This is an optimization exercise on Yosys and OpenROAD, whose aim is small area, not a production implementation.
The RTL was checked by simulation tests, not by an equivalence proof against the original design.

the previous run:
Design pet_feeder, start of the top module:
module pet_feeder (
	input clk,
	input rst_n,
	input tick,
	input [3:0] KEY,
	input [3:0] SW,
	output [4:0] LED_STATE,
	output ME, MT1, MT2,
	output [6:0] HEX5,HEX4,HEX3,HEX2,HEX1,HEX0,
	output LCD_RW,
	output LCD_EN,
	output LCD_RS,
	output [7:0] LCD_DATA
	);
For scale: roughly 640 cells after synthesis, about 100 flip-flops.
==> module executer, before the edit <==
module executer (clk, rst_n, nLoad, long_wait, shour2, shour1, sminute2, sminute1,
		chour2, chour1, cminute2, cminute1, csecond2, csecond1, ME, MT1, MT2);
	input clk, rst_n, nLoad, long_wait;
	input [1:0] shour2, chour2;
	input [3:0] shour1, chour1;
	input [2:0] sminute2, cminute2, csecond2;
	input [3:0] sminute1, cminute1, csecond1;
	output ME;
	output reg MT1, MT2;
	localparam [17:0] S = 18'd67;
	localparam [17:0] P = S + 18'd2333;
	localparam [17:0] CLOSE_S = S + 18'd102333, CLOSE_L = S + 18'd252333;
	localparam [17:0] END_S = S + 18'd105366, END_L = S + 18'd255366;
	reg [1:0] thour2;	 
	reg [3:0] thour1, tminute1;
	reg [2:0] tminute2;
	reg [17:0] count;
	reg active;
	wire match = (thour2 == chour2) & (thour1 == chour1) & (tminute2 == cminute2) &
		(tminute1 == cminute1) & 
		csecond2[0] & ~csecond2[1] & ~csecond1[3] & csecond1[2] & csecond1[0];
	wire open_ph = count < P;
	wire before_close = long_wait ? (count < CLOSE_L) : (count < CLOSE_S);
	wire done = long_wait ? ((count & END_L) == END_L) : (count >= END_S);
	wire run = active & nLoad;
	assign ME = MT1 | MT2;
	always @(posedge clk)
		if (~nLoad) begin
			thour1 <= shour1; tminute2 <= sminute2; tminute1 <= sminute1;
		end
	always @(posedge clk) begin
		if (~rst_n | (run & done)) count <= S;
		else count <= count + run;
		if (~rst_n) begin
			thour2 <= 2'd3;
			active <= 0; MT1 <= 0; MT2 <= 0;
		end else if (~nLoad) begin
			thour2 <= shour2;
		end else begin
			active <= active ? ~done : match;
			if (active) begin
				MT1 <= open_ph;
				MT2 <= ~before_close & ~done;
			end
		end
	end
endmodule
Settings: LEC_CHECK=0, ABC_AREA=1, CAP_MARGIN=20, CORE_MARGIN=2, CORE_UTILIZATION=40, SLEW_MARGIN=20; clock period 10.0 ns.
standard.sh (not shown) runs the stock make flow with config.mk's settings and CLKGATE_MAP_FILE= SYNTH_SCRIPT=/design/flow/synth_recipe.tcl, a recipe that flattens the netlist after the stock synthesis.
==> flow/flow/run.sh <==
#!/bin/bash
# Own layout flow: the standard ORFS flow (standard.sh), with
#  - an area-oriented ABC script for technology mapping, and no adder cell extraction,
#  - the smallest buffer cell for the port buffers,
#  - CTS without dummy loads.
set -euo pipefail
W=$(pwd)
rm -rf "$W/scripts_area"
cp -r "$FLOW_HOME/scripts" "$W/scripts_area"
cp "$W/flow/abc_area.script" "$W/scripts_area/abc_area.script"
bash "$W/standard.sh" SCRIPTS_DIR="$W/scripts_area" ABC_AREA=1 ADDER_MAP_FILE= \
  "BUFFER_PORTS_ARGS=-buffer_cell sky130_fd_sc_hd__buf_1" \
  "CTS_ARGS=-sink_clustering_enable -repair_clock_nets -dont_use_dummy_load -buf_list sky130_fd_sc_hd__clkbuf_8" \
  finish > "$W/flow_make.log" 2>&1
==> flow/flow/abc_area.script <==
strash
ifraig
dc2
strash
&get -n
&deepsyn -T 20
&put
dch -f
amap
strash
&get -n
&deepsyn -T 20
&put
dch -f
amap
topo
Edits applied to the flow inputs when going from the previous run to the current run:
-- flow/design.v --
<<< the previous run, line 259
	output ME;
	output reg MT1, MT2;
	localparam [17:0] S = 18'd67;
	localparam [17:0] P = S + 18'd2333;
	localparam [17:0] CLOSE_S = S + 18'd102333, CLOSE_L = S + 18'd252333;
	localparam [17:0] END_S = S + 18'd105366, END_L = S + 18'd255366;
	reg [1:0] thour2;	 
	reg [3:0] thour1, tminute1;
>>> the current run, line 259
	output ME;
	output reg MT1, MT2;
	localparam [17:0] P = 18'd2333;
	localparam [17:0] CLOSE_S = 18'd102333, CLOSE_L = 18'd252333;
	localparam [17:0] END_S = 18'd105366, END_L = 18'd255366;
	reg [1:0] thour2;	 
	reg [3:0] thour1, tminute1;
<<< the previous run, line 269
	reg active;
	wire match = (thour2 == chour2) & (thour1 == chour1) & (tminute2 == cminute2) &
		(tminute1 == cminute1) & 
		csecond2[0] & ~csecond2[1] & ~csecond1[3] & csecond1[2] & csecond1[0];
	wire open_ph = count < P;
	wire before_close = long_wait ? (count < CLOSE_L) : (count < CLOSE_S);
>>> the current run, line 268
	reg active;
	wire match = (thour2 == chour2) & (thour1 == chour1) & (tminute2 == cminute2) &
		(tminute1 == cminute1) & (csecond2 == 3'b001) & (csecond1 == 4'b0111);
	wire open_ph = count < P;
	wire before_close = long_wait ? (count < CLOSE_L) : (count < CLOSE_S);
<<< the previous run, line 281
		end
	always @(posedge clk) begin
		if (~rst_n | (run & done)) count <= S;
		else count <= count + run;
		if (~rst_n) begin
>>> the current run, line 279
		end
	always @(posedge clk) begin
		if (~rst_n | (run & done)) count <= 0;
		else count <= count + run;
		if (~rst_n) begin
==> run summary <==
Initial core utilization across the previous run and the current run: no real change.
Summary of the comparison: fraction of area in multi-input gates is higher in the current run, relative to the previous run.
Taking the previous run as the reference, in the current run global-route wire length before repair climbed 3.5%; area overhead of the layout relative to synthesis decreased 0.20 points; routed wire length rose by about 0.45%; sequential area share after synthesis saw a decrease.

-- afterwards: timing with drivers on the ports --
Ports are ideal in the flow. The routed layouts listed here were re-timed in OpenROAD. Step 1, drivers: a clkbuf_16 drives clk and a buf_2 each remaining input, both assumed. Step 2 times the ports against the registers' clock, not the clock port: input delays grow and output delays shrink by t, the midpoint of the rising clock arrivals with the driver on. Three values: no drivers, after step 1, after step 2; two values: the first two.
run | t (ns) | setup slack, ns | clock arrival spread, ns | worst data-port slew with drivers (ns)
the previous run | 0.390 | 4.025 / 4.000 / 4.000 | 0.033 / 0.033 | 0.04
the current run | 0.379 | 3.568 / 3.543 / 3.543 | 0.029 / 0.029 | 0.05
After both steps every run listed still meets setup and hold.
